This design comes from an exercise in tuning for small area on the open sky130 flow, not from production work.
In this exercise RTL edits were held to simulation tests only and were not proved equivalent to the original.
No activity file was given, so power comes from the tool's default toggle rates.

==> flow/design.v <==
`timescale 1ns / 1ps
module apb_bit (
    input wire clk,
    input wire we,
    input wire web,
    input wire d,
    output reg q
);
    always @(posedge clk)
        q <= (q & web) | (d & we);
endmodule
module apb_aoi3 (
    input wire a0, input wire s0,
    input wire a1, input wire s1,
    input wire a2, input wire s2,
    output wire y
);
    assign y = ~((a0 & s0) | (a1 & s1) | (a2 & s2));
endmodule
module apb_nand2 (
    input wire a, input wire b,
    output wire y
);
    assign y = ~(a & b);
endmodule
module apb_and3 (
    input wire a, input wire b, input wire c,
    output wire y
);
    assign y = a & b & c;
endmodule
module apb_nand4 (
    input wire a, input wire b, input wire c, input wire d,
    output wire y
);
    assign y = ~(a & b & c & d);
endmodule
module apb_inv (
    input wire a,
    output wire y
);
    assign y = ~a;
endmodule
module apb_slave (
    input wire PCLK,
    input wire PRESETn,
    input wire PSEL,
    input wire PENABLE,
    input wire PWRITE,
    input wire [31:0] PADDR,
    input wire [31:0] PWDATA,
    output wire [31:0] PRDATA,
    output reg PREADY
);
    reg [3:0] raddr;
    wire [31:0] we;
    wire [31:0] web;
    wire [31:0] sel;
    wire [31:0] seln;
    wire [31:0] q [0:15];
    always @(posedge PCLK or negedge PRESETn) begin
        if (~PRESETn)
            PREADY <= 0;
        else
            PREADY <= 1;
    end
    always @(posedge PCLK)
        raddr <= PADDR[3:0];
    wire wr = PSEL & PENABLE & PWRITE;
    wire [3:0] wlo, whi, rlo, rhi;
    genvar i, w, b;
    generate
        for (i = 0; i < 4; i = i + 1) begin : pre
            assign wlo[i] = wr & (PADDR[1:0] == i);
            assign whi[i] = (PADDR[3:2] == i);
            assign rlo[i] = (raddr[1:0] == i);
            assign rhi[i] = (raddr[3:2] == i);
        end
        for (w = 0; w < 16; w = w + 1) begin : word
            for (i = 0; i < 2; i = i + 1) begin : half
                apb_nand2 wn (.a(whi[w / 4]), .b(wlo[w % 4]), .y(web[i*16 + w]));
                apb_inv   wi (.a(web[i*16 + w]), .y(we[i*16 + w]));
                apb_nand2 rn (.a(rhi[w / 4]), .b(rlo[w % 4]), .y(seln[i*16 + w]));
                apb_inv   ri (.a(seln[i*16 + w]), .y(sel[i*16 + w]));
            end
            for (b = 0; b < 32; b = b + 1) begin : bits
                apb_bit u (.clk(PCLK), .we(we[(b / 16)*16 + w]), .web(web[(b / 16)*16 + w]), .d(PWDATA[b]), .q(q[w][b]));
            end
        end
        for (b = 0; b < 32; b = b + 1) begin : rd
            wire [5:0] x;
            wire x012;
            apb_aoi3 g0 (.a0(q[0][b]),  .s0(sel[(b / 16)*16 + 0]),  .a1(q[1][b]),  .s1(sel[(b / 16)*16 + 1]),  .a2(q[2][b]),  .s2(sel[(b / 16)*16 + 2]),  .y(x[0]));
            apb_aoi3 g1 (.a0(q[3][b]),  .s0(sel[(b / 16)*16 + 3]),  .a1(q[4][b]),  .s1(sel[(b / 16)*16 + 4]),  .a2(q[5][b]),  .s2(sel[(b / 16)*16 + 5]),  .y(x[1]));
            apb_aoi3 g2 (.a0(q[6][b]),  .s0(sel[(b / 16)*16 + 6]),  .a1(q[7][b]),  .s1(sel[(b / 16)*16 + 7]),  .a2(q[8][b]),  .s2(sel[(b / 16)*16 + 8]),  .y(x[2]));
            apb_aoi3 g3 (.a0(q[9][b]),  .s0(sel[(b / 16)*16 + 9]),  .a1(q[10][b]), .s1(sel[(b / 16)*16 + 10]), .a2(q[11][b]), .s2(sel[(b / 16)*16 + 11]), .y(x[3]));
            apb_aoi3 g4 (.a0(q[12][b]), .s0(sel[(b / 16)*16 + 12]), .a1(q[13][b]), .s1(sel[(b / 16)*16 + 13]), .a2(q[14][b]), .s2(sel[(b / 16)*16 + 14]), .y(x[4]));
            apb_nand2 g5 (.a(q[15][b]), .b(sel[(b / 16)*16 + 15]), .y(x[5]));
            apb_and3  g6 (.a(x[0]), .b(x[1]), .c(x[2]), .y(x012));
            apb_nand4 g7 (.a(x012), .b(x[3]), .c(x[4]), .d(x[5]), .y(PRDATA[b]));
        end
    endgenerate
endmodule
==> flow/flow/run.sh <==
#!/bin/bash
# Own layout flow: the standard synthesis and layout, with
#  - port buffers of the smallest buffer cell (every port still gets one),
#  - clock tree of clkbuf_8 leaf clusters without dummy balancing loads.
# Each step's full output goes to a log of its own in this folder.
set -euo pipefail
bash standard.sh synth > synth.log 2>&1
CTS="-sink_clustering_enable -repair_clock_nets -dont_use_dummy_load -buf_list sky130_fd_sc_hd__clkbuf_8 -sink_clustering_size 20 -sink_clustering_max_diameter 50"
bash standard.sh \
  "BUFFER_PORTS_ARGS=-buffer_cell sky130_fd_sc_hd__buf_1" \
  "CTS_ARGS=$CTS" \
  finish > layout.log 2>&1
==> flow/standard.sh <==
#!/bin/bash
# synth_recipe.tcl (not shown) runs the flow's synth.tcl, then flattens the netlist and writes it again
# the make line also repeats each setting of config.mk as NAME=value (left out here)
make -C /OpenROAD-flow-scripts/flow DESIGN_CONFIG=/design/flow/config.mk WORK_HOME=/design/flow/orfs CLKGATE_MAP_FILE= SYNTH_SCRIPT=/design/flow/synth_recipe.tcl "${@:-finish}"
==> flow/config.mk <==
export PLATFORM = sky130hd
export DESIGN_NAME = apb_slave
export DESIGN_NICKNAME = apb_slave
export VERILOG_FILES = /design/flow/design.v
export SDC_FILE = /design/flow/constraint.sdc
export NUM_CORES = 4
export LEC_CHECK = 0
export CAP_MARGIN = 20
export CORE_MARGIN = 2
export CORE_UTILIZATION = 65
export PLACE_DENSITY = 0.75
export SLEW_MARGIN = 20
export SYNTH_HIERARCHICAL = 1
export SYNTH_MINIMUM_KEEP_SIZE = 0
==> flow/constraint.sdc <==
create_clock -name core_clock -period 5.0 [get_ports {PCLK}]
set_input_delay 1.0000 -clock core_clock [delete_from_list [all_inputs] [get_ports {PCLK}]]
set_output_delay 1.0000 -clock core_clock [all_outputs]
set_load 0.01 [all_outputs]
==> results of run 1 <==
## routing by layer
layer,part of all wire (%),vias up,track usage [%]
met2,42,707,46.6
li1,-,6282,-
met1,46,7015,52.3
met3,10,66,6.98
met4,1.7,2,7.80
met5,0.19,-,2.43
## power groups by stage
stage	Sequential [mW]	Clock, mW	Combinational, mW
final	4.99	1.93	0.915
after global routing	5.05	2.10	0.983
after CTS	4.98	1.94	0.904
after detailed placement	5.06	0	0.902
after global placement	5.04	0	0.868
after floorplan	4.99	0	0.660
## per-stage QoR
step	hold WS (ns)	instance area, um^2	setup slack, ns	instances
CTS	0.154	18900	1.07	1901
detailed placement	0.470	18400	1.52	1863
floorplan	0.455	17600	2.47	1433
global route	0.150	18900	0.857	1901
finish	0.169	18900	0.964	1901
global placement	0.465	18400	1.57	1863
## Yosys stat by module (local to each module, per instance)
module     flip-flops and latches  cells
apb_and3                        0      1
apb_aoi3                        0      1
apb_bit                         1      2
apb_inv                         0      1
apb_nand2                       0      1
apb_nand4                       0      1
apb_slave                       5     25
## final timing paths
path / endpoint / cells past startpoint
worst max-delay path: PRDATA[21] / 7
worst min-delay path: PREADY / 1
worst max register to register: word[12].bits[3].u.q / 1
worst min register to register: word[10].bits[8].u.q / 1
max in group asynchronous: PREADY / 1
min in group core_clock: word[10].bits[8].u.q / 1
## cells by family after synthesis
group,after synthesis,share of synthesized area [%]
and+or+nand+nor,178,4.94
DFF,517,59.0
AOI/OAI and AO/OA,672,34.7
other,1,0.0214
buffers and inverters,65,1.39
## synth_stat cells
library cell	number
nor2b_1	6
conb_1	1
dfrtp_1	1
nand3_2	1
nor3_1	1
and3_1	32
and2_1	3
nor2_1	5
a22o_1	512
dfxtp_1	516
nor3_2	1
a222oi_1	160
nand2_1	96
nand4_1	33
inv_1	65
## layout make-up
class	count	area share (%)
flip-flops and latches	517	54.8
inverters	65	1.29
repair buffers	89	2.09
multi-input cells	851	36.8
clock buffers	38	2.77
well taps	341	2.26
## flip-flops by register name, summed over array words and instances (netlist names)
name	cells
raddr	4
word.bits.u.q	512
PREADY	1
==> flow_summary.json, run 1 <==
{
  "layout_common_cells": "516 x dfxtp_1, 512 x a22o_1, 160 x a222oi_1",
  "drt_iter0_markers": 2054,
  "clk_latency_ns": 0.57,
  "p_leak_nw": 7.50,
  "grt_pass1_vias": 13000,
  "cts-resized-gates": 0,
  "synth-seq-cells": 517,
  "critPathArrivalTime_ns": 3.04,
  "overflow": 0,
  "die_y_um": 168,
  "yosys.area.top_type": "dfxtp_1",
  "diodes": 0,
  "routed_wl_mm": 49.1,
  "critPathLaunch": "raddr[0]",
  "io_pins": 102,
  "syn_nets": 1502,
  "antenna_found_initial": 0,
  "max-slew-margin-rel_pct": 35.2,
  "port-buffer-count": 73,
  "swShare_pct": 24.6,
  "multi_input_area_um2": 6960,
  "gp_congestion": 0.824,
  "p_comb_share_pct": 11.7,
  "cp-end-kind": "output port",
  "num_vias": 14100,
  "synth-warning-count": 8,
  "grt_usage_pct": 33.3,
  "die_w_um": 168,
  "finClkSkew_ns": 0,
  "path_class": "register to output port",
  "setup_violations": 0,
  "ys_types": 15,
  "crit_slowest_cell": "nor2b_1",
  "fmax_mhz": 248,
  "drc": 0,
  "finalSetupTns_ns": 0,
  "ir_worst_vdd_uv": 321,
  "cts_buffers": 38,
  "pwr-share-clk_pct": 24.6,
  "drive_gt1_share_pct": 3.59,
  "synth_top_area_share_pct": 58.8,
  "critPathTopFamily": "simple AND/OR/NAND/NOR gates",
  "synth_area_per_cell_um2": 12.3,
  "cap_violations": 0,
  "fillers": 2011,
  "cts_buffer_depth": 3,
  "htreeDepth": 2,
  "cts_hold_buffers": 0,
  "startpoint_type": "register",
  "start_util_pct": 65.7,
  "die_area_um2": 28300,
  "viasPerCell": 7.40,
  "pwr-share-seq_pct": 63.7,
  "grt_max_degree": 21,
  "synth.cell_area_um2": 17600,
  "coreArea_um2": 26700,
  "row_count": 60,
  "cts.sinks": 517,
  "firstDrtPassIters": 10,
  "ff_latch_area_um2": 10400,
  "synthCells": 1433,
  "ys_seq_area_share_pct": 59.0,
  "final_net_count": 1631,
  "clk_pin_slew_worst_paths_ns": 0.08,
  "layout_commonest_cell": "dfxtp_1",
  "areaGrowthSynthToFinish_pct": 7.65,
  "synthTopCellsByArea": "dfxtp_1 59%, a22o_1 26%, a222oi_1 9.1%, nand2_1 2.1%, inv_1 1.4%",
  "period_share_pct": 80.7,
  "switching_power_mw": 1.92,
  "post_cts_buffers": 0,
  "power_mw": 7.83,
  "fin_crit_ns": 4.04,
  "fin_util_pct": 70.7,
  "report.final.slew_viol_count": 0,
  "cp.required_ns": 4.00,
  "rrSetupSlack_ns": 4.31,
  "grt_setup_unrepaired": "false",
  "cts_tree": "done",
  "drtAntennaViolNets": 0,
  "dp_hpwl_mm": 30.9,
  "crit_chain": "nor2b_1 > nand2_1 > inv_1 > a222oi_1 > and3_1 > nand4_1 > buf_1",
  "root_buffer": "clkbuf_8",
  "critPathMaxStageDelay_ns": 0.62,
  "p_int_mw": 5.90,
  "worstMarginPinSlew_ns": 0.972,
  "status": "no timing/DRC/antenna violations",
  "path_max_fanout": 16,
  "report.final.hold_viol_count": 0,
  "timing.rr.start": "word[12].bits[3].u.q",
  "grt_pass1_wl_mm": 74.9,
  "powerDensity_nw_per_um2": 414,
  "wire_per_inst_um": 25.8,
  "crit_buf_inv": 2,
  "hp-class": "primary input to async pin"
}
==> run 2: changes to the inputs <==
--- a/flow/config.mk
+++ b/flow/config.mk
@@ -10,2 +10,3 @@
 export CORE_UTILIZATION = 65
+export GPL_TIMING_DRIVEN = 0
 export PLACE_DENSITY = 0.75
==> run 2 against run 1 <==
Register-to-register slack about the same. Sequential power about the same. First-iteration DRC count down 7.4%. Clock power down 2%. Clock-buffer cell count down 1. Sequential cell count unchanged. Clock skew unchanged. Non-clock buffer count down 16. Still clean. Power down 0.52%. Utilization down 0.48 points.
==> flow_summary.json, run 2 <==
{
  "diodes": 0,
  "timing.hold.ws_ns": 0.188,
  "root_buffer": "clkbuf_8",
  "timing.rr.start": "word[5].bits[16].u.q",
  "p_comb_share_pct": 11.7,
  "cp.required_ns": 4.00,
  "final_net_count": 1614,
  "clk_pin_slew_worst_paths_ns": 0.09,
  "fillers": 2085,
  "yosys.area.top_type": "dfxtp_1",
  "gp_congestion": 0.835,
  "finClkSkew_ns": 0,
  "grt_pass1_wl_mm": 76.2,
  "cts_tree": "done",
  "drc": 0,
  "layout_common_cells": "516 x dfxtp_1, 512 x a22o_1, 160 x a222oi_1",
  "cts_buffers": 37,
  "num_vias": 14000,
  "viasPerCell": 7.42,
  "cts_buffer_depth": 3,
  "path_max_fanout": 16,
  "antenna_found_initial": 0,
  "grt_usage_pct": 33.9,
  "period_share_pct": 79.5,
  "synthCells": 1433,
  "largest_reg_flops": 512,
  "synthArstFlopShare_pct": 0.193,
  "setup_ws_ns": 1.03,
  "cp-end-kind": "output port",
  "die_w_um": 168,
  "syn_nets": 1502,
  "overflow": 0,
  "startpoint_type": "register",
  "synth.cell_area_um2": 17600,
  "firstDrtPassIters": 8,
  "finalSetupTns_ns": 0,
  "synth_top_area_share_pct": 58.8,
  "synth_area_per_cell_um2": 12.3,
  "post_cts_buffers": 0,
  "cap_violations": 0,
  "ir_worst_vdd_uv": 268,
  "cts.sinks": 517,
  "htreeDepth": 2,
  "max-slew-margin-rel_pct": 35.0,
  "swShare_pct": 24.4,
  "pwr-share-clk_pct": 24.2,
  "areaGrowthSynthToFinish_pct": 6.92,
  "switching_power_mw": 1.90,
  "fin_util_pct": 70.2,
  "ys_seq_area_share_pct": 59.0,
  "rrSetupSlack_ns": 4.32,
  "crit_chain": "nor2b_1 > nand2_1 > inv_1 > a222oi_1 > and3_1 > nand4_1 > buf_1",
  "synth-seq-cells": 517,
  "pwr-share-seq_pct": 64.1,
  "rr_worst_depth": 1,
  "die_y_um": 168,
  "ys_types": 15,
  "cts_hold_buffers": 0,
  "row_count": 60,
  "place_ws_ns": 1.11,
  "synth_common_cells": "516 x dfxtp_1, 512 x a22o_1, 160 x a222oi_1, 96 x nand2_1, 65 x inv_1",
  "layout_commonest_cell": "dfxtp_1",
  "clk_latency_ns": 0.55,
  "coreArea_um2": 26700,
  "status": "no timing/DRC/antenna violations",
  "power_mw": 7.79,
  "grt_setup_unrepaired": "false",
  "wire_per_inst_um": 26.1,
  "report.final.hold_viol_count": 0,
  "port-buffer-count": 73,
  "path_class": "register to output port",
  "setup_violations": 0,
  "reg_top3": "word.bits.u.q x512, raddr x4, PREADY x1",
  "synth_edf_count": 0,
  "routed_wl_mm": 49.3,
  "r2r-end": "word[5].bits[16].u.q",
  "p_leak_nw": 7.42,
  "regMostFlops": "word.bits.u.q",
  "dp_hpwl_mm": 31.1,
  "synth_flop_cell": "dfxtp_1",
  "yosysMostFrequentCell": "dfxtp_1",
  "critPathLaunch": "raddr[0]",
  "drtAntennaViolNets": 0,
  "drt_iter0_markers": 1901,
  "hp-class": "primary input to async pin",
  "io_pins": 102,
  "powerDensity_nw_per_um2": 415,
  "crit_slowest_cell": "nor2b_1",
  "fmax_mhz": 252,
  "cts-resized-gates": 0,
  "drive_gt1_share_pct": 2.59,
  "p_int_mw": 5.89,
  "fin_crit_ns": 3.97,
  "grt_pass1_vias": 13300,
  "worstMarginPinSlew_ns": 0.975,
  "critPathMaxStageDelay_ns": 0.59,
  "synth-warning-count": 8,
  "die_area_um2": 28300,
  "start_util_pct": 65.7,
  "critPathArrivalTime_ns": 2.97,
  "grt_max_degree": 21,
  "synthTopCellsByArea": "dfxtp_1 59%, a22o_1 26%, a222oi_1 9.1%, nand2_1 2.1%, inv_1 1.4%",
  "report.final.slew_viol_count": 0
}
-- run 2: how the worst max path moves through the flow --
stage | slack [ns] | endpoint | cells past startpoint
2_1_floorplan | 2.47 | word[0].bits[0].u.q | 5
3_3_place_gp | 1.04 | word[12].bits[28].u.q | 6
3_5_place_dp | 1.11 | word[12].bits[25].u.q | 6
4_1_cts | 1.08 | PRDATA[22] | 7
5_1_grt | 0.86 | PRDATA[22] | 7
6_report | 1.03 | PRDATA[22] | 7
-- run 2: metal layers --
metal / vias to the layer above / GRT usage (%) / part of all wire [%]
met1: 7000 / 52.8 / 45
met2: 677 / 48.8 / 42
met4: 0 / 6.45 / 1.4
met3: 64 / 7.01 / 11
li1: 6243 / - / -
met5: - / 0 / 0
-- run 2: per-module statistics from Yosys (local to each module, per instance) --
module | cells inside | copies in the design | flip-flops and latches
apb_aoi3 | 1 | 160 | 0
apb_nand4 | 1 | 32 | 0
apb_nand2 | 1 | 96 | 0
apb_inv | 1 | 64 | 0
apb_bit | 2 | 512 | 1
apb_slave | 25 | 1 | 5
apb_and3 | 1 | 32 | 0
-- run 2: area by class of cell --
class	instances	area [um^2]	share of cell area, %
Clock buffer	37	509	2.71
Inverter	65	244	1.30
Multi-Input combinational cell	851	6960	37.1
Sequential cell	517	10400	55.2
Tap cell	341	427	2.27
Timing Repair Buffer	73	274	1.46
-- run 2: stage by stage --
step / area [um^2] / std cells
2_1_floorplan: 17600 / 1433
3_3_place_gp: 18300 / 1847
3_5_place_dp: 18300 / 1847
4_1_cts: 18800 / 1884
5_1_grt: 18800 / 1884
6_report: 18800 / 1884
-- run 2: critical path, delay by kind of cell (launching register included) --
| family | cells | cell delay (ns) |
|---|---|---|
| AO/OA/AOI/OAI | 1 | 0.25 |
| buffers and inverters | 2 | 0.64 |
| flip-flops | 1 | 0.36 |
| AND/OR/NAND/NOR | 4 | 1.18 |
-- run 2: kinds of logic after synthesis --
kind of cell | count (synthesis) | share of synthesized area [%]
AO/OA/AOI/OAI | 672 | 34.7
other | 1 | 0.0214
buffers and inverters | 65 | 1.39
AND/OR/NAND/NOR | 178 | 4.94
flip-flops | 517 | 59.0
-- run 2: power by group through the flow --
| stage | Clock, mW | Sequential, mW | Combinational, mW |
|---|---|---|---|
| 3_5_place_dp | 0 | 5.07 | 0.902 |
| 2_1_floorplan | 0 | 4.99 | 0.660 |
| 4_1_cts | 1.92 | 4.98 | 0.902 |
| 5_1_grt | 2.07 | 5.05 | 0.986 |
| 3_3_place_gp | 0 | 5.05 | 0.867 |
| 6_report | 1.89 | 4.99 | 0.912 |
==> run 3: changes to the inputs <==
--- a/flow/config.mk
+++ b/flow/config.mk
@@ -9,5 +9,5 @@
 export CORE_MARGIN = 2
-export CORE_UTILIZATION = 65
+export CORE_UTILIZATION = 80
 export GPL_TIMING_DRIVEN = 0
-export PLACE_DENSITY = 0.75
+export PLACE_DENSITY = 0.88
 export SLEW_MARGIN = 20
==> run 3 against run 2 <==
Still clean on timing, DRC and antenna. Via count is 5.2% higher. Fmax shrank 1.2%. Routed wire length decreased by 0.33%. First-iteration DRC count up 43%. Power up 0.46%. Worst setup slack got worse by 0.049 ns. Critical path depth unchanged. Register-to-register slack got worse by 0.04 ns. Critical endpoint unchanged.
==> flow_summary.json, run 3 <==
{
  "status": "no timing/DRC/antenna violations",
  "routed_wl_mm": 49.1,
  "cts.sinks": 517,
  "fin_cells": 1823,
  "reg_top3": "word.bits.u.q x512, raddr x4, PREADY x1",
  "synthTopCellsByArea": "dfxtp_1 59%, a22o_1 26%, a222oi_1 9.1%, nand2_1 2.1%, inv_1 1.4%",
  "worstMarginPinSlew_ns": 0.942,
  "finClkSkew_ns": 0,
  "clk_latency_ns": 0.55,
  "timing.rr.start": "word[8].bits[4].u.q",
  "synth_flop_cell": "dfxtp_1",
  "gp_congestion": 0.877,
  "num_vias": 14700,
  "final_net_count": 1614,
  "path_max_fanout": 16,
  "coreArea_um2": 21700,
  "regMostFlops": "word.bits.u.q",
  "largest_reg_flops": 512,
  "report.final.slew_viol_count": 0,
  "grt_max_degree": 21,
  "ir_worst_vdd_uv": 322,
  "grt_setup_unrepaired": "false",
  "drtAntennaViolNets": 0,
  "diodes": 0,
  "dp.cells": 1786,
  "synth_area_per_cell_um2": 12.3,
  "layout_common_cells": "516 x dfxtp_1, 512 x a22o_1, 160 x a222oi_1",
  "drive_gt1_share_pct": 2.59,
  "powerDensity_nw_per_um2": 419,
  "cp.required_ns": 4.00,
  "wire_per_inst_um": 26.9,
  "cts_tree": "done",
  "yosys.area.top_type": "dfxtp_1",
  "ys_types": 15,
  "path_depth": 7,
  "routed.top_layer": "met4",
  "fillers": 1140,
  "ys_seq_area_share_pct": 59.0,
  "layout_commonest_cell": "dfxtp_1",
  "cts_buffer_depth": 3,
  "period_share_pct": 80.5,
  "wl_met1_mm": 19.1,
  "cap_violations": 0,
  "grt_pass1_vias": 13800,
  "critPathMaxStageDelay_ns": 0.64,
  "path_class": "register to output port",
  "setup_ws_ns": 0.976,
  "critPathTopFamily": "simple AND/OR/NAND/NOR gates",
  "synthArstFlopShare_pct": 0.193,
  "r2r-end": "word[8].bits[4].u.q",
  "die_w_um": 152,
  "fmax_mhz": 248,
  "viasPerCell": 8.07,
  "die_area_um2": 23100,
  "drc": 0,
  "overflow": 0,
  "io_pins": 102,
  "place_ws_ns": 1.27,
  "synth-seq-cells": 517,
  "synth_edf_count": 0,
  "antenna_found_initial": 0,
  "syn_nets": 1502,
  "areaGrowthSynthToFinish_pct": 6.49,
  "port-buffer-count": 73,
  "grt_pass1_wl_mm": 76.3,
  "root_buffer": "clkbuf_8",
  "critPathArrivalTime_ns": 3.02,
  "route.met3.wl_mm": 7.34,
  "htreeDepth": 2,
  "synth_top_area_share_pct": 58.8,
  "cts_hold_buffers": 0,
  "row_count": 54,
  "synthCells": 1433,
  "crit_buf_inv": 2,
  "cts_buffers": 37,
  "p_leak_nw": 7.42,
  "crit_chain": "nor2b_1 > nand2_1 > inv_1 > a222oi_1 > and3_1 > nand4_1 > buf_1",
  "yosysMostFrequentCell": "dfxtp_1",
  "clk_pin_slew_worst_paths_ns": 0.10,
  "fin_crit_ns": 4.02,
  "startpoint_type": "register",
  "max-slew-margin-rel_pct": 37.2,
  "setup_violations": 0,
  "finalSetupTns_ns": 0,
  "die_y_um": 152,
  "synth.cell_area_um2": 17600,
  "synth_common_cells": "516 x dfxtp_1, 512 x a22o_1, 160 x a222oi_1, 96 x nand2_1, 65 x inv_1",
  "crit_slowest_cell": "nor2b_1",
  "start_util_pct": 80.9,
  "firstDrtPassIters": 11,
  "wl_met2_mm": 21.6,
  "cp-end-kind": "output port",
  "hp-class": "primary input to async pin",
  "synth-warning-count": 8,
  "cts-resized-gates": 0,
  "rr_worst_depth": 1,
  "report.final.hold_viol_count": 0,
  "grt_usage_pct": 40.5,
  "post_cts_buffers": 0,
  "drt_iter0_markers": 2718,
  "rrSetupSlack_ns": 4.28,
  "dp_hpwl_mm": 31.3
}
## run 3: cell counts in the layout (fill, tap and decap cells not counted)
No cell type changed its count.
## run 3: per-layer routing
| metal | track usage [%] | vias up |
|---|---|---|
| li1 | - | 6254 |
| met1 | 60.0 | 7201 |
| met2 | 59.2 | 1152 |
| met3 | 12.1 | 108 |
| met4 | 9.61 | 0 |
| met5 | 0 | - |
## run 3: per-module statistics from Yosys, one instance, submodules excluded
module | flip-flops and latches | cells
apb_nand2 | 0 | 1
apb_slave | 5 | 25
apb_nand4 | 0 | 1
apb_and3 | 0 | 1
apb_inv | 0 | 1
apb_bit | 1 | 2
apb_aoi3 | 0 | 1
## run 3: worst max path at each step
| stage | from | endpoint | slack [ns] |
|---|---|---|---|
| 6_report | raddr[0] | PRDATA[22] | 0.98 |
| 3_5_place_dp | PADDR[1] | word[15].bits[26].u.q | 1.27 |
| 4_1_cts | raddr[0] | PRDATA[22] | 1.14 |
| 3_3_place_gp | PSEL | word[12].bits[28].u.q | 1.08 |
| 2_1_floorplan | PWRITE | word[0].bits[0].u.q | 2.47 |
| 5_1_grt | raddr[0] | PRDATA[22] | 0.78 |
## run 3: metrics by stage
stage	utilization (%)	hold WS (ns)	power (mW)	area (um^2)
after floorplan	-	0.455	5.65	17600
after global placement	83.8	0.466	5.89	18200
after detailed placement	83.8	0.470	5.98	18200
after CTS	86.2	0.158	7.78	18700
after global routing	86.2	0.149	8.06	18700
final	86.2	0.166	7.82	18700
## run 3: power by group
group          switching (mW)  internal (mW)
Combinational           0.394          0.533
Sequential              0.325           4.69
Clock                    1.22          0.670
Total                    1.94           5.89
## run 3: logic make-up after synthesis
family | after synthesis | synth area share (%)
compound gates | 672 | 34.7
other cells | 1 | 0.0214
buf+inv | 65 | 1.39
flops | 517 | 59.0
simple gates | 178 | 4.94
## run 3: layout make-up
cell class	instances	area (um^2)	share of cell area, %
Tap cell	280	350	1.87
Multi-Input combinational cell	851	6960	37.2
Inverter	65	244	1.31
Sequential cell	517	10400	55.4
Clock buffer	37	509	2.72
Timing Repair Buffer	73	274	1.47
==> run 4: changes to the inputs <==
--- a/flow/flow/run.sh
+++ b/flow/flow/run.sh
@@ -7,3 +7,3 @@
 bash standard.sh synth > synth.log 2>&1
-CTS="-sink_clustering_enable -repair_clock_nets -dont_use_dummy_load -buf_list sky130_fd_sc_hd__clkbuf_8 -sink_clustering_size 20 -sink_clustering_max_diameter 50"
+CTS="-sink_clustering_enable -repair_clock_nets -dont_use_dummy_load -buf_list sky130_fd_sc_hd__clkbuf_8 -sink_clustering_size 20 -sink_clustering_max_diameter 45"
 bash standard.sh \
--- a/flow/config.mk
+++ b/flow/config.mk
@@ -9,5 +9,5 @@
 export CORE_MARGIN = 2
-export CORE_UTILIZATION = 80
+export CORE_UTILIZATION = 65
 export GPL_TIMING_DRIVEN = 0
-export PLACE_DENSITY = 0.88
+export PLACE_DENSITY = 0.75
 export SLEW_MARGIN = 20
==> run 4 against run 3 <==
Fmax is essentially flat. Global-route usage fell by 6.6 points. Combinational power shrank 2%. Power is 1.6% higher. Non-clock buffer count is the same. Cell count is 3.7% higher. First-iteration DRC count shrank 28%. Via count is 4.3% lower. Worst setup slack hardly changed. Utilization is 16 points lower. Register-to-register slack improved by 0.04 ns.
==> flow_summary.json, run 4 <==
{
  "yosysMostFrequentCell": "dfxtp_1",
  "synthTopCellsByArea": "dfxtp_1 59%, a22o_1 26%, a222oi_1 9.1%, nand2_1 2.1%, inv_1 1.4%",
  "antenna_found_initial": 0,
  "yosys.area.top_type": "dfxtp_1",
  "die_w_um": 168,
  "die_y_um": 168,
  "setup_ws_ns": 0.976,
  "synthCells": 1433,
  "clk_pin_slew_worst_paths_ns": 0.09,
  "ys_seq_area_share_pct": 59.0,
  "die_area_um2": 28300,
  "period_share_pct": 80.5,
  "drc": 0,
  "regMostFlops": "word.bits.u.q",
  "num_vias": 14100,
  "post_cts_buffers": 0,
  "synth_edf_count": 0,
  "endpoint": "PRDATA[22]",
  "io_pins": 102,
  "wire_per_inst_um": 26.1,
  "finalSetupTns_ns": 0,
  "routed_wl_mm": 49.4,
  "htreeDepth": 2,
  "syn_nets": 1502,
  "grt_max_degree": 21,
  "fmax_mhz": 248,
  "startpoint_type": "register",
  "place_ws_ns": 1.11,
  "critPathMaxStageDelay_ns": 0.57,
  "clk_latency_ns": 0.56,
  "cp-end-kind": "output port",
  "cts_buffers": 44,
  "path_class": "register to output port",
  "timing.rr.start": "word[14].bits[11].u.q",
  "root_buffer": "clkbuf_8",
  "worstMarginPinSlew_ns": 0.972,
  "gp_congestion": 0.835,
  "grt_setup_unrepaired": "false",
  "grt_pass1_wl_mm": 76.4,
  "firstDrtPassIters": 9,
  "coreArea_um2": 26700,
  "ys_types": 15,
  "cp.required_ns": 4.00,
  "critPathArrivalTime_ns": 3.02,
  "report.final.slew_viol_count": 0,
  "drive_gt1_share_pct": 3.03,
  "path_max_fanout": 16,
  "row_count": 60,
  "synth_flop_cell": "dfxtp_1",
  "synth_top_area_share_pct": 58.8,
  "crit_chain": "nor2b_1 > nand2_1 > inv_1 > a222oi_1 > and3_1 > nand4_1 > buf_1",
  "critPathLaunch": "raddr[0]",
  "report.final.hold_viol_count": 0,
  "multi_input_area_um2": 6960,
  "synth_common_cells": "516 x dfxtp_1, 512 x a22o_1, 160 x a222oi_1, 96 x nand2_1, 65 x inv_1",
  "viasPerCell": 7.45,
  "overflow": 0,
  "grt_pass1_vias": 13400,
  "start_util_pct": 65.7,
  "grt_usage_pct": 33.9,
  "dp_hpwl_mm": 31.1,
  "setup_violations": 0,
  "synth-warning-count": 8,
  "layout_common_cells": "516 x dfxtp_1, 512 x a22o_1, 160 x a222oi_1",
  "r2r-end": "word[14].bits[11].u.q",
  "largest_reg_flops": 512,
  "synth-seq-cells": 517,
  "max-slew-margin-rel_pct": 35.2,
  "fin_crit_ns": 4.02,
  "drtAntennaViolNets": 0,
  "reg_top3": "word.bits.u.q x512, raddr x4, PREADY x1",
  "synthArstFlopShare_pct": 0.193,
  "synth.cell_area_um2": 17600,
  "port-buffer-count": 73,
  "cts_buffer_depth": 3,
  "areaGrowthSynthToFinish_pct": 7.47,
  "cts_hold_buffers": 0,
  "p_leak_nw": 7.48,
  "cap_violations": 0,
  "cts-resized-gates": 0,
  "fillers": 2068,
  "crit_slowest_cell": "nor2b_1",
  "finClkSkew_ns": 0,
  "cts.sinks": 517,
  "drt_iter0_markers": 1947,
  "status": "no timing/DRC/antenna violations",
  "diodes": 0,
  "rrSetupSlack_ns": 4.32,
  "power_mw": 7.95,
  "ir_worst_vdd_uv": 335,
  "hp-class": "primary input to async pin",
  "powerDensity_nw_per_um2": 421,
  "ff_latch_area_um2": 10400,
  "cts_tree": "done",
  "layout_commonest_cell": "dfxtp_1",
  "rr_worst_depth": 1,
  "final_net_count": 1621,
  "synth_area_per_cell_um2": 12.3
}
-- run 4: changes by cell type in the layout (fill, tap and decap cells not counted) --
cell / change
clkbuf_8: +7
-- run 4: worst min-delay path by stage --
stage / start / endpoint / slack (ns) / depth (start not counted)
6_report: PRESETn / PREADY / 0.16 / 1
5_1_grt: PRESETn / PREADY / 0.14 / 1
3_5_place_dp: word[12].bits[0].u.q / word[12].bits[0].u.q / 0.47 / 1
2_1_floorplan: word[0].bits[0].u.q / word[0].bits[0].u.q / 0.46 / 1
3_3_place_gp: word[12].bits[12].u.q / word[12].bits[12].u.q / 0.47 / 1
4_1_cts: PRESETn / PREADY / 0.15 / 1
-- run 4: power breakdown --
part / internal, mW / total, mW / switching (mW) / leakage, nW
combinational: 0.531 / 0.913 / 0.381 / 2.89
sequential: 4.69 / 4.99 / 0.303 / 4.27
clock: 0.788 / 2.05 / 1.26 / 0.316
-- run 4: metal layers --
metal	vias up	part of all wire (%)	global-route usage, %
met5	-	0.10	1.39
met2	729	43	48.9
li1	6261	-	-
met3	79	11	7.05
met4	2	1.7	7.16
met1	7018	45	52.5
-- run 4: cell type report --
cell class / instances / area share [%]
flip-flops and latches: 517 / 54.9
multi-input cells: 851 / 36.9
clock buffers: 44 / 3.21
well taps: 341 / 2.26
repair buffers: 73 / 1.45
inverters: 65 / 1.29
-- run 4: Yosys stat by module (local to each module, per instance) --
module     area [um^2]  times used
apb_slave          219           1
apb_and3          6.26          32
apb_nand2         3.75          96
apb_aoi3          10.0         160
apb_nand4         6.26          32
apb_inv           3.75          64
apb_bit           28.8         512
-- run 4: critical path: cells and delay by family (launching register included) --
kind                   cells  cell delay, ns
and+or+nand+nor            4            1.16
buffers and inverters      2            0.64
DFF                        1            0.36
AOI/OAI and AO/OA          1            0.27
-- run 4: kinds of logic after synthesis --
kind of cell,share of synthesized area [%]
other cells,0.0214
buf+inv,1.39
flops,59.0
compound gates,34.7
simple gates,4.94
-- run 4: through the flow --
step                      utilization, %  instances  instance area [um^2]  hold slack, ns
after floorplan                        -       1433                 17600           0.455
after global placement              68.3       1847                 18300           0.465
after detailed placement            68.3       1847                 18300           0.470
after CTS                           70.6       1891                 18900           0.149
after global routing                70.6       1891                 18900           0.144
final                               70.6       1891                 18900           0.165
==> run 5: changes to the inputs <==
--- a/flow/flow/run.sh
+++ b/flow/flow/run.sh
@@ -7,3 +7,3 @@
 bash standard.sh synth > synth.log 2>&1
-CTS="-sink_clustering_enable -repair_clock_nets -dont_use_dummy_load -buf_list sky130_fd_sc_hd__clkbuf_8 -sink_clustering_size 20 -sink_clustering_max_diameter 45"
+CTS="-sink_clustering_enable -repair_clock_nets -dont_use_dummy_load -buf_list {sky130_fd_sc_hd__clkbuf_4 sky130_fd_sc_hd__clkbuf_8} -sink_clustering_size 20 -sink_clustering_max_diameter 50"
 bash standard.sh \
==> run 5 against run 4 <==
Routed wire length decreased by 0.31%. Sequential power about the same. Synthesized cell count unchanged. Register-to-register slack about the same. Fmax increased by 1.2%. Sequential share of layout area increased by 0.28 points. Global-route usage decreased by 0.054 points. Clock skew unchanged. Clock power decreased by 8%. Critical path type unchanged. Critical endpoint unchanged. Highest routed layer is now met4.
==> flow_summary.json, run 5 <==
{
  "die_y_um": 168,
  "finClkSkew_ns": 0,
  "diodes": 0,
  "grt_pass1_wl_mm": 76.2,
  "startpoint_type": "register",
  "gp_congestion": 0.835,
  "drtAntennaViolNets": 0,
  "synthTopCellsByArea": "dfxtp_1 59%, a22o_1 26%, a222oi_1 9.1%, nand2_1 2.1%, inv_1 1.4%",
  "cap_violations": 0,
  "final_net_count": 1614,
  "p_leak_nw": 7.42,
  "synth_top_area_share_pct": 58.8,
  "start_util_pct": 65.7,
  "areaGrowthSynthToFinish_pct": 6.92,
  "crit_buf_inv": 2,
  "drt_iter0_markers": 1901,
  "clk_pin_slew_worst_paths_ns": 0.09,
  "coreArea_um2": 26700,
  "cts_hold_buffers": 0,
  "status": "no timing/DRC/antenna violations",
  "cts_buffers": 37,
  "yosysMostFrequentCell": "dfxtp_1",
  "synth-warning-count": 8,
  "wire_per_inst_um": 26.1,
  "syn_nets": 1502,
  "grt_pass1_vias": 13300,
  "synth-seq-cells": 517,
  "crit_slowest_cell": "nor2b_1",
  "switching_power_mw": 1.90,
  "fillers": 2085,
  "report.final.slew_viol_count": 0,
  "num_vias": 14000,
  "grt_max_degree": 21,
  "routed_wl_mm": 49.3,
  "firstDrtPassIters": 8,
  "finalSetupTns_ns": 0,
  "ys_types": 15,
  "overflow": 0,
  "antenna_found_initial": 0,
  "layout_commonest_cell": "dfxtp_1",
  "fin_util_pct": 70.2,
  "layout_common_cells": "516 x dfxtp_1, 512 x a22o_1, 160 x a222oi_1",
  "io_pins": 102,
  "fin_crit_ns": 3.97,
  "cts_tree": "done",
  "synth_edf_count": 0,
  "max-slew-margin-rel_pct": 35.0,
  "cp.required_ns": 4.00,
  "synthCells": 1433,
  "clk_latency_ns": 0.55,
  "cts-resized-gates": 0,
  "synth_common_cells": "516 x dfxtp_1, 512 x a22o_1, 160 x a222oi_1, 96 x nand2_1, 65 x inv_1",
  "port-buffer-count": 73,
  "root_buffer": "clkbuf_8",
  "cts_buffer_depth": 3,
  "p_int_mw": 5.89,
  "grt_setup_unrepaired": "false",
  "pwr-share-clk_pct": 24.2,
  "cp-end-kind": "output port",
  "ir_worst_vdd_uv": 268,
  "die_area_um2": 28300,
  "ys_seq_area_share_pct": 59.0,
  "critPathArrivalTime_ns": 2.97,
  "synthArstFlopShare_pct": 0.193,
  "swShare_pct": 24.4,
  "setup_ws_ns": 1.03,
  "largest_reg_flops": 512,
  "regMostFlops": "word.bits.u.q",
  "p_comb_share_pct": 11.7,
  "critPathMaxStageDelay_ns": 0.59,
  "cts.sinks": 517,
  "crit_chain": "nor2b_1 > nand2_1 > inv_1 > a222oi_1 > and3_1 > nand4_1 > buf_1",
  "synth.cell_area_um2": 17600,
  "die_w_um": 168,
  "yosys.area.top_type": "dfxtp_1",
  "setup_violations": 0,
  "place_ws_ns": 1.11,
  "report.final.hold_viol_count": 0,
  "row_count": 60,
  "period_share_pct": 79.5,
  "htreeDepth": 2,
  "worstMarginPinSlew_ns": 0.975,
  "grt_usage_pct": 33.9,
  "reg_top3": "word.bits.u.q x512, raddr x4, PREADY x1",
  "synth_flop_cell": "dfxtp_1",
  "drc": 0,
  "viasPerCell": 7.42,
  "pwr-share-seq_pct": 64.1,
  "hp-class": "primary input to async pin",
  "fmax_mhz": 252,
  "drive_gt1_share_pct": 2.59,
  "path_class": "register to output port",
  "critPathTopFamily": "simple AND/OR/NAND/NOR gates",
  "powerDensity_nw_per_um2": 415,
  "dp_hpwl_mm": 31.1,
  "synth_area_per_cell_um2": 12.3,
  "path_max_fanout": 16,
  "post_cts_buffers": 0
}
==> run 5: metal layers <==
| layer | global-route usage [%] | part of all wire (%) | up-vias |
|---|---|---|---|
| li1 | - | - | 6243 |
| met1 | 52.8 | 45 | 7000 |
| met2 | 48.8 | 42 | 677 |
| met3 | 7.01 | 11 | 64 |
| met4 | 6.45 | 1.4 | 0 |
| met5 | 0 | 0 | - |
==> run 5: metrics by stage <==
step	std cells	total power [mW]	hold WS [ns]	area, um^2
final	1884	7.79	0.188	18800
after global routing	1884	8.10	0.158	18800
after CTS	1884	7.80	0.170	18800
after detailed placement	1847	5.97	0.470	18300
after global placement	1847	5.91	0.465	18300
after floorplan	1433	5.65	0.455	17600
==> run 5: area by class of cell <==
class	instances	area [um^2]	share of cell area, %
inverters	65	244	1.30
well taps	341	427	2.27
multi-input cells	851	6960	37.1
repair buffers	73	274	1.46
flip-flops and latches	517	10400	55.2
clock buffers	37	509	2.71
==> run 5: final timing paths <==
| check | end | from | depth (start not counted) | slack, ns |
|---|---|---|---|---|
| min in group core_clock | word[10].bits[16].u.q | word[10].bits[16].u.q | 1 | 0.49 |
| max in group asynchronous | PREADY | PRESETn | 1 | 4.72 |
| setup / recovery | PRDATA[22] | raddr[0] | 7 | 1.03 |
| hold reg to reg | word[10].bits[16].u.q | word[10].bits[16].u.q | 1 | 0.49 |
| setup reg to reg | word[5].bits[16].u.q | word[5].bits[16].u.q | 1 | 4.32 |
| hold / removal | PREADY | PRESETn | 1 | 0.19 |
==> run 5: per-module statistics from Yosys (local to each module, per instance) <==
module | area [um^2] | times used | cells | flops+latches
apb_slave | 219 | 1 | 25 | 5
apb_bit | 28.8 | 512 | 2 | 1
apb_aoi3 | 10.0 | 160 | 1 | 0
apb_and3 | 6.26 | 32 | 1 | 0
apb_nand4 | 6.26 | 32 | 1 | 0
apb_inv | 3.75 | 64 | 1 | 0
apb_nand2 | 3.75 | 96 | 1 | 0
==> run 5: power groups by stage <==
stage	combinational [mW]	clock [mW]	sequential, mW
after global placement	0.867	0	5.05
final	0.912	1.89	4.99
after detailed placement	0.902	0	5.07
after floorplan	0.660	0	4.99
after CTS	0.902	1.92	4.98
after global routing	0.986	2.07	5.05
==> run 5: logic make-up (layout without fill, tap and decap cells) <==
kind of cell,count (synthesis),in the layout,synth area share [%]
AOI/OAI and AO/OA,672,672,34.7
other,1,1,0.0214
DFF,517,517,59.0
buffers and inverters,65,175,1.39
and+or+nand+nor,178,178,4.94
==> run 6: changes to the inputs <==
--- a/flow/flow/run.sh
+++ b/flow/flow/run.sh
@@ -7,3 +7,3 @@
 bash standard.sh synth > synth.log 2>&1
-CTS="-sink_clustering_enable -repair_clock_nets -dont_use_dummy_load -buf_list {sky130_fd_sc_hd__clkbuf_4 sky130_fd_sc_hd__clkbuf_8} -sink_clustering_size 20 -sink_clustering_max_diameter 50"
+CTS="-sink_clustering_enable -repair_clock_nets -dont_use_dummy_load -buf_list sky130_fd_sc_hd__clkbuf_8 -sink_clustering_size 18 -sink_clustering_max_diameter 60"
 bash standard.sh \
==> run 6 against run 5 <==
Highest routed layer unchanged. Clock power hardly changed. Largest power group unchanged. Global-route usage is 0.093 points lower. Synthesized cell count stayed put. Clock-buffer cell count is 1 lower. Fmax is 0.94% lower. Routed wire length hardly changed. Hold slack worse by 0.016 ns. Cell area hardly changed. Critical path type unchanged. Largest cell class unchanged.
==> flow_summary.json, run 6 <==
{
  "startpoint_type": "register",
  "syn_nets": 1502,
  "synth_area_per_cell_um2": 12.3,
  "powerDensity_nw_per_um2": 415,
  "timing.hold.ws_ns": 0.172,
  "cap_violations": 0,
  "drc": 0,
  "synth_flop_cell": "dfxtp_1",
  "final_net_count": 1613,
  "p_leak_nw": 7.42,
  "worstMarginPinSlew_ns": 0.971,
  "crit_chain": "nor2b_1 > nand2_1 > inv_1 > a222oi_1 > and3_1 > nand4_1 > buf_1",
  "cp-end-kind": "output port",
  "finalSetupTns_ns": 0,
  "largest_reg_flops": 512,
  "report.final.slew_viol_count": 0,
  "yosysMostFrequentCell": "dfxtp_1",
  "clk_pin_slew_worst_paths_ns": 0.10,
  "ys_types": 15,
  "fin_crit_ns": 4.01,
  "critPathArrivalTime_ns": 3.01,
  "synth_top_area_share_pct": 58.8,
  "path_max_fanout": 16,
  "crit_slowest_cell": "nor2b_1",
  "crit_buf_inv": 2,
  "die_area_um2": 28300,
  "ir_worst_vdd_uv": 306,
  "path_class": "register to output port",
  "synthArstFlopShare_pct": 0.193,
  "rrSetupSlack_ns": 4.31,
  "post_cts_buffers": 0,
  "synth_edf_count": 0,
  "grt_max_degree": 19,
  "cts.sinks": 517,
  "layout_commonest_cell": "dfxtp_1",
  "synth-seq-cells": 517,
  "viasPerCell": 7.45,
  "overflow": 0,
  "drtAntennaViolNets": 0,
  "synthTopCellsByArea": "dfxtp_1 59%, a22o_1 26%, a222oi_1 9.1%, nand2_1 2.1%, inv_1 1.4%",
  "cp.required_ns": 4.00,
  "cts_buffer_depth": 3,
  "diodes": 0,
  "antenna_found_initial": 0,
  "synth_common_cells": "516 x dfxtp_1, 512 x a22o_1, 160 x a222oi_1, 96 x nand2_1, 65 x inv_1",
  "p_comb_share_pct": 11.7,
  "grt_usage_pct": 33.8,
  "regMostFlops": "word.bits.u.q",
  "grt_setup_unrepaired": "false",
  "port-buffer-count": 73,
  "p_int_mw": 5.87,
  "root_buffer": "clkbuf_8",
  "status": "no timing/DRC/antenna violations",
  "dp_hpwl_mm": 31.1,
  "path_depth": 7,
  "row_count": 60,
  "drt_iter0_markers": 2028,
  "cts_buffers": 36,
  "die_y_um": 168,
  "switching_power_mw": 1.91,
  "setup_violations": 0,
  "synth.cell_area_um2": 17600,
  "grt_pass1_vias": 13200,
  "place_ws_ns": 1.11,
  "period_share_pct": 80.3,
  "io_pins": 102,
  "swShare_pct": 24.5,
  "timing.rr.start": "word[1].bits[10].u.q",
  "routed_wl_mm": 49.3,
  "pwr-share-clk_pct": 24.1,
  "layout_common_cells": "516 x dfxtp_1, 512 x a22o_1, 160 x a222oi_1",
  "pwr-share-seq_pct": 64.2,
  "critPathMaxStageDelay_ns": 0.61,
  "cts-resized-gates": 0,
  "yosys.area.top_type": "dfxtp_1",
  "coreArea_um2": 26700,
  "synthCells": 1433,
  "cts_tree": "done",
  "die_w_um": 168,
  "setup_ws_ns": 0.987,
  "rr_worst_depth": 1,
  "wire_per_inst_um": 26.2,
  "gp_congestion": 0.835,
  "critPathTopFamily": "simple AND/OR/NAND/NOR gates",
  "htreeDepth": 2,
  "start_util_pct": 65.7,
  "fmax_mhz": 249,
  "max-slew-margin-rel_pct": 35.2,
  "grt_pass1_wl_mm": 76.3,
  "finClkSkew_ns": 0,
  "report.final.hold_viol_count": 0,
  "ys_seq_area_share_pct": 59.0,
  "reg_top3": "word.bits.u.q x512, raddr x4, PREADY x1",
  "drive_gt1_share_pct": 2.53,
  "clk_latency_ns": 0.56,
  "firstDrtPassIters": 9,
  "areaGrowthSynthToFinish_pct": 6.84,
  "synth-warning-count": 8,
  "cts_hold_buffers": 0,
  "hp-class": "primary input to async pin",
  "num_vias": 14000,
  "r2r-end": "word[1].bits[10].u.q"
}
## run 6: logic make-up after synthesis
kind of cell | Yosys count | share of synthesized area, %
buffers and inverters | 65 | 1.39
AND/OR/NAND/NOR | 178 | 4.94
other | 1 | 0.0214
flip-flops | 517 | 59.0
AO/OA/AOI/OAI | 672 | 34.7
## run 6: worst max-delay path by stage
stage                         from               endpoint  slack [ns]
after floorplan             PWRITE    word[0].bits[0].u.q        2.47
after global placement        PSEL  word[12].bits[28].u.q        1.04
after detailed placement    PWRITE  word[12].bits[25].u.q        1.11
after CTS                 raddr[0]             PRDATA[22]        1.11
after global routing      raddr[0]             PRDATA[22]        0.88
final                     raddr[0]             PRDATA[22]        0.99
## run 6: power by group through the flow
stage,Combinational (mW),Sequential (mW),Clock [mW]
6_report,0.914,4.99,1.87
4_1_cts,0.902,4.98,1.88
2_1_floorplan,0.660,4.99,0
5_1_grt,0.985,5.05,2.04
3_5_place_dp,0.902,5.07,0
3_3_place_gp,0.867,5.05,0
## run 6: cell type report
class,instances,area [um^2]
multi-input cells,851,6960
flip-flops and latches,517,10400
inverters,65,244
well taps,341,427
repair buffers,73,274
clock buffers,36,495
fillers,2088,7970
## run 6: Yosys stat by module, one instance, submodules excluded
module / cell area, um^2 / times used
apb_slave: 219 / 1
apb_bit: 28.8 / 512
apb_aoi3: 10.0 / 160
apb_and3: 6.26 / 32
apb_nand4: 6.26 / 32
apb_inv: 3.75 / 64
apb_nand2: 3.75 / 96
## run 6: stage by stage
| stage | total power [mW] | instances | util, % | cell area [um^2] |
|---|---|---|---|---|
| 3_5_place_dp | 5.97 | 1847 | 68.3 | 18300 |
| 5_1_grt | 8.07 | 1883 | 70.2 | 18800 |
| 6_report | 7.78 | 1883 | 70.2 | 18800 |
| 4_1_cts | 7.77 | 1883 | 70.2 | 18800 |
| 2_1_floorplan | 5.65 | 1433 | - | 17600 |
| 3_3_place_gp | 5.91 | 1847 | 68.3 | 18300 |
## run 6: layer usage
layer,global-route usage [%],up-vias,routed length [um]
li1,-,6244,-
met1,52.3,7007,22200
met2,49.2,718,21300
met3,6.86,52,5270
met4,6.30,0,607
met5,0,-,0
==> run 7: changes to the inputs <==
--- a/flow/design.v
+++ b/flow/design.v
@@ -37,2 +37,8 @@
 endmodule
+module apb_nor2 (
+    input wire a, input wire b,
+    output wire y
+);
+    assign y = ~(a | b);
+endmodule
 module apb_inv (
@@ -58,3 +64,2 @@
     wire [31:0] sel;
-    wire [31:0] seln;
     wire [31:0] q [0:15];
@@ -69,3 +74,3 @@
     wire wr = PSEL & PENABLE & PWRITE;
-    wire [3:0] wlo, whi, rlo, rhi;
+    wire [3:0] wlo, whi, rlon, rhin;
     genvar i, w, b;
@@ -75,4 +80,4 @@
             assign whi[i] = (PADDR[3:2] == i);
-            assign rlo[i] = (raddr[1:0] == i);
-            assign rhi[i] = (raddr[3:2] == i);
+            assign rlon[i] = (raddr[1:0] != i);
+            assign rhin[i] = (raddr[3:2] != i);
         end
@@ -82,4 +87,3 @@
                 apb_inv   wi (.a(web[i*16 + w]), .y(we[i*16 + w]));
-                apb_nand2 rn (.a(rhi[w / 4]), .b(rlo[w % 4]), .y(seln[i*16 + w]));
-                apb_inv   ri (.a(seln[i*16 + w]), .y(sel[i*16 + w]));
+                apb_nor2  rn (.a(rhin[w / 4]), .b(rlon[w % 4]), .y(sel[i*16 + w]));
             end
==> run 7 against run 6 <==
First-iteration DRC count fell by 0.30%. Sequential cell count did not move. Synthesized cell count fell by 2.2%. Largest cell class unchanged.
==> flow_summary.json, run 7 <==
{
  "cap_violations": 0,
  "pwr-share-clk_pct": 24.1,
  "report.final.slew_viol_count": 0,
  "layout_common_cells": "516 x dfxtp_1, 512 x a22o_1, 160 x a222oi_1",
  "p_int_mw": 5.87,
  "synth_top_area_share_pct": 59.2,
  "synthCells": 1401,
  "wire_per_inst_um": 27.9,
  "muxShareOfSynthArea_pct": 0,
  "p_comb_share_pct": 11.9,
  "synth_top_family_by_area": "compound AO/OA/AOI/OAI gates",
  "p_leak_nw": 7.15,
  "switching_power_mw": 1.92,
  "cts-resized-gates": 0,
  "post_cts_buffers": 0,
  "max-slew-margin-rel_pct": 23.6,
  "root_buffer": "clkbuf_8",
  "cts_hold_buffers": 0,
  "clk_pin_slew_worst_paths_ns": 0.11,
  "synth_xor_area_share_pct": 0,
  "gr-usage-met1_pct": 48.3,
  "port-buffer-count": 73,
  "regMostFlops": "word.bits.u.q",
  "path_class": "register to output port",
  "setup_violations": 0,
  "startpoint_type": "register",
  "setup_ws_ns": 0.676,
  "pwr-share-seq_pct": 64.0,
  "fmax_mhz": 231,
  "dp.cells": 1811,
  "powerDensity_nw_per_um2": 416,
  "place_ws_ns": 1.22,
  "path_max_fanout": 16,
  "synth_edf_count": 0,
  "synth-simple-area-share_pct": 4.97,
  "synth-compound-area-share_pct": 34.9,
  "final_net_count": 1585,
  "worstMarginPinSlew_ns": 1.14,
  "drt_iter0_markers": 2022,
  "cts_buffer_depth": 3,
  "finalSetupTns_ns": 0,
  "htreeDepth": 2,
  "coreArea_um2": 26200,
  "rr_worst_depth": 1,
  "cp-end-kind": "output port",
  "grt_setup_unrepaired": "false",
  "die_y_um": 168,
  "r2r-end": "word[12].bits[10].u.q",
  "clk_latency_ns": 0.57,
  "die_area_um2": 28200,
  "synth_common_cells": "516 x dfxtp_1, 512 x a22o_1, 160 x a222oi_1, 66 x nand2_1, 35 x nor2_1",
  "overflow": 0,
  "die_w_um": 168,
  "syn_nets": 1470,
  "finClkSkew_ns": 0,
  "viasPerCell": 7.65,
  "dpl_cell_area_um2": 18200,
  "grt_max_degree": 19,
  "synth-warning-count": 8,
  "status": "no timing/DRC/antenna violations",
  "grt-busiest-layer": "met2",
  "cp.required_ns": 4.00,
  "swShare_pct": 24.7,
  "row_count": 59,
  "dp_hpwl_mm": 31.6,
  "cts_tree": "done",
  "cts.sinks": 517,
  "period_share_pct": 86.5,
  "io_pins": 102,
  "start_util_pct": 66.5,
  "ys_seq_area_share_pct": 59.4,
  "num_vias": 14200,
  "antenna_found_initial": 2,
  "grt_util_met2_pct": 56.4,
  "synth_flop_cell": "dfxtp_1",
  "timing.rr.start": "word[12].bits[10].u.q",
  "hp-class": "primary input to async pin",
  "grt_pass1_vias": 13600,
  "largest_reg_flops": 512,
  "drtAntennaViolNets": 0,
  "cts_buffers": 36,
  "synth-seq-cells": 517,
  "synth_fa_ha_area_share_pct": 0,
  "synthArstFlopShare_pct": 0.193,
  "fin_crit_ns": 4.32,
  "layout_commonest_cell": "dfxtp_1",
  "use_met3_pct": 4.91,
  "routed_wl_mm": 51.7,
  "synthTopCellsByArea": "dfxtp_1 59%, a22o_1 26%, a222oi_1 9.2%, nand2_1 1.4%, nand4_1 1.2%",
  "drc": 0,
  "grt_pass1_wl_mm": 79.2,
  "rrSetupSlack_ns": 4.32,
  "areaGrowthSynthToFinish_pct": 7.45,
  "ir_worst_vdd_uv": 291,
  "ys_types": 17,
  "stdcell_area_um2": 18700,
  "drive_gt1_share_pct": 4.49,
  "synth_area_per_cell_um2": 12.4,
  "grt_usage_pct": 35.7,
  "yosys.area.top_type": "dfxtp_1",
  "reg_top3": "word.bits.u.q x512, raddr x4, PREADY x1",
  "synth.cell_area_um2": 17400,
  "fin_cells": 1851,
  "report.final.hold_viol_count": 0,
  "critPathArrivalTime_ns": 3.32,
  "power_mw": 7.79,
  "firstDrtPassIters": 9,
  "yosysMostFrequentCell": "dfxtp_1",
  "gp_congestion": 0.872
}
==> run 7: cell count changes after synthesis <==
cell | before | now
nand2b_1 | 0 | 4
inv_1 | 65 | 33
nor2_1 | 5 | 35
nor2b_1 | 6 | 2
or2_1 | 0 | 2
nand2_1 | 96 | 66
and2_1 | 3 | 1
==> run 7: metal layers <==
metal / wire length (um) / vias to the layer above
met5: 0 / -
met4: 2800 / 0
met3: 4670 / 138
met2: 23700 / 796
met1: 20600 / 7031
li1: - / 6201
==> run 7: worst max-delay path by stage <==
stage / startpoint / to / slack, ns / cells after the start
after global routing: raddr[0] / PRDATA[17] / 0.63 / 6
after CTS: raddr[0] / PRDATA[14] / 0.70 / 6
final: raddr[0] / PRDATA[26] / 0.68 / 6
after detailed placement: PADDR[1] / word[11].bits[0].u.q / 1.22 / 6
after floorplan: raddr[0] / PRDATA[0] / 2.34 / 5
after global placement: PWRITE / word[12].bits[2].u.q / 0.92 / 6
==> run 7: cell families (layout without fill, tap and decap cells) <==
kind of cell,Yosys count,in the layout
AO/OA/AOI/OAI,672,672
flip-flops,517,517
AND/OR/NAND/NOR,178,178
buffers and inverters,33,146
other,1,3
==> run 7: worst max-delay path: stages (launching register included) <==
cell      delay, ns
dfxtp_1        0.34
nand2b_1       0.42
nor2_1         0.97
a222oi_1       0.40
and3_1         0.36
nand4_1        0.10
buf_1          0.18
==> run 7: cell type report <==
class	instances	area [um^2]
Fill cell	1978	7470
Timing Repair Buffer	77	312
Clock buffer	36	495
Inverter	33	124
Antenna cell	2	5.00
Multi-Input combinational cell	851	7020
Tap cell	335	419
Sequential cell	517	10400
==> run 7: metrics by stage <==
stage               utilization (%)  hold WS (ns)
floorplan                         -         0.455
finish                         71.5         0.171
CTS                            71.3         0.149
global route                   71.5         0.151
global placement               69.2         0.465
detailed placement             69.4         0.470
==> run 7: power groups by stage <==
stage | Sequential [mW] | Combinational (mW) | Clock [mW]
after floorplan | 4.99 | 0.658 | 0
after global placement | 5.05 | 0.875 | 0
after detailed placement | 5.07 | 0.914 | 0
after CTS | 4.98 | 0.914 | 1.89
after global routing | 5.05 | 0.991 | 2.05
final | 4.99 | 0.924 | 1.88
==> run 7: per-module statistics from Yosys (local to each module, per instance) <==
module / cells / cell area, um^2 / times used / flops+latches
apb_slave: 25 / 219 / 1 / 5
apb_bit: 2 / 28.8 / 512 / 1
apb_aoi3: 1 / 10.0 / 160 / 0
apb_and3: 1 / 6.26 / 32 / 0
apb_nand4: 1 / 6.26 / 32 / 0
apb_inv: 1 / 3.75 / 32 / 0
apb_nand2: 1 / 3.75 / 64 / 0
apb_nor2: 1 / 3.75 / 32 / 0

## separate check: timing with driven ports
The flow's constraints put no driver on any port. The routed layouts listed below were extracted and timed again, unchanged, in two steps. Step 1 (the two cells are an assumption about what drives the block):
set clk [get_ports {PCLK}]
set_driving_cell -lib_cell sky130_fd_sc_hd__clkbuf_16 $clk
set_driving_cell -lib_cell sky130_fd_sc_hd__buf_2 [delete_from_list [all_inputs] $clk]
Step 2 adds t to the input delays and takes it off the output delays; t is the mean of the earliest and latest rising clock arrival at the registers after step 1. Input paths then give back, and output paths get back, about the clock's delay inside the block. a / b / c = ideal ports / drivers / drivers and shift; a / b = the first two.
run | t, ns | slack for setup (ns) | slew at the worst register clock pin (ns)
run 1 | 0.617 | 0.964 / 0.918 / 1.368 | 0.12 / 0.12
run 2 | 0.607 | 1.025 / 0.975 / 1.004 | 0.12 / 0.12
run 3 | 0.609 | 0.976 / 0.927 / 0.887 | 0.12 / 0.12
run 4 | 0.617 | 0.976 / 0.925 / 1.012 | 0.12 / 0.12
run 5 | 0.607 | 1.025 / 0.975 / 1.004 | 0.12 / 0.12
run 6 | 0.598 | 0.987 / 0.938 / 0.992 | 0.11 / 0.11
run 7 | 0.601 | 0.676 / 0.630 / 0.994 | 0.11 / 0.11
After both steps setup and hold are still met in every run listed. The setup slack of run 3, which loses most, moves by -0.049 ns with the drivers and by -0.089 ns with both steps.
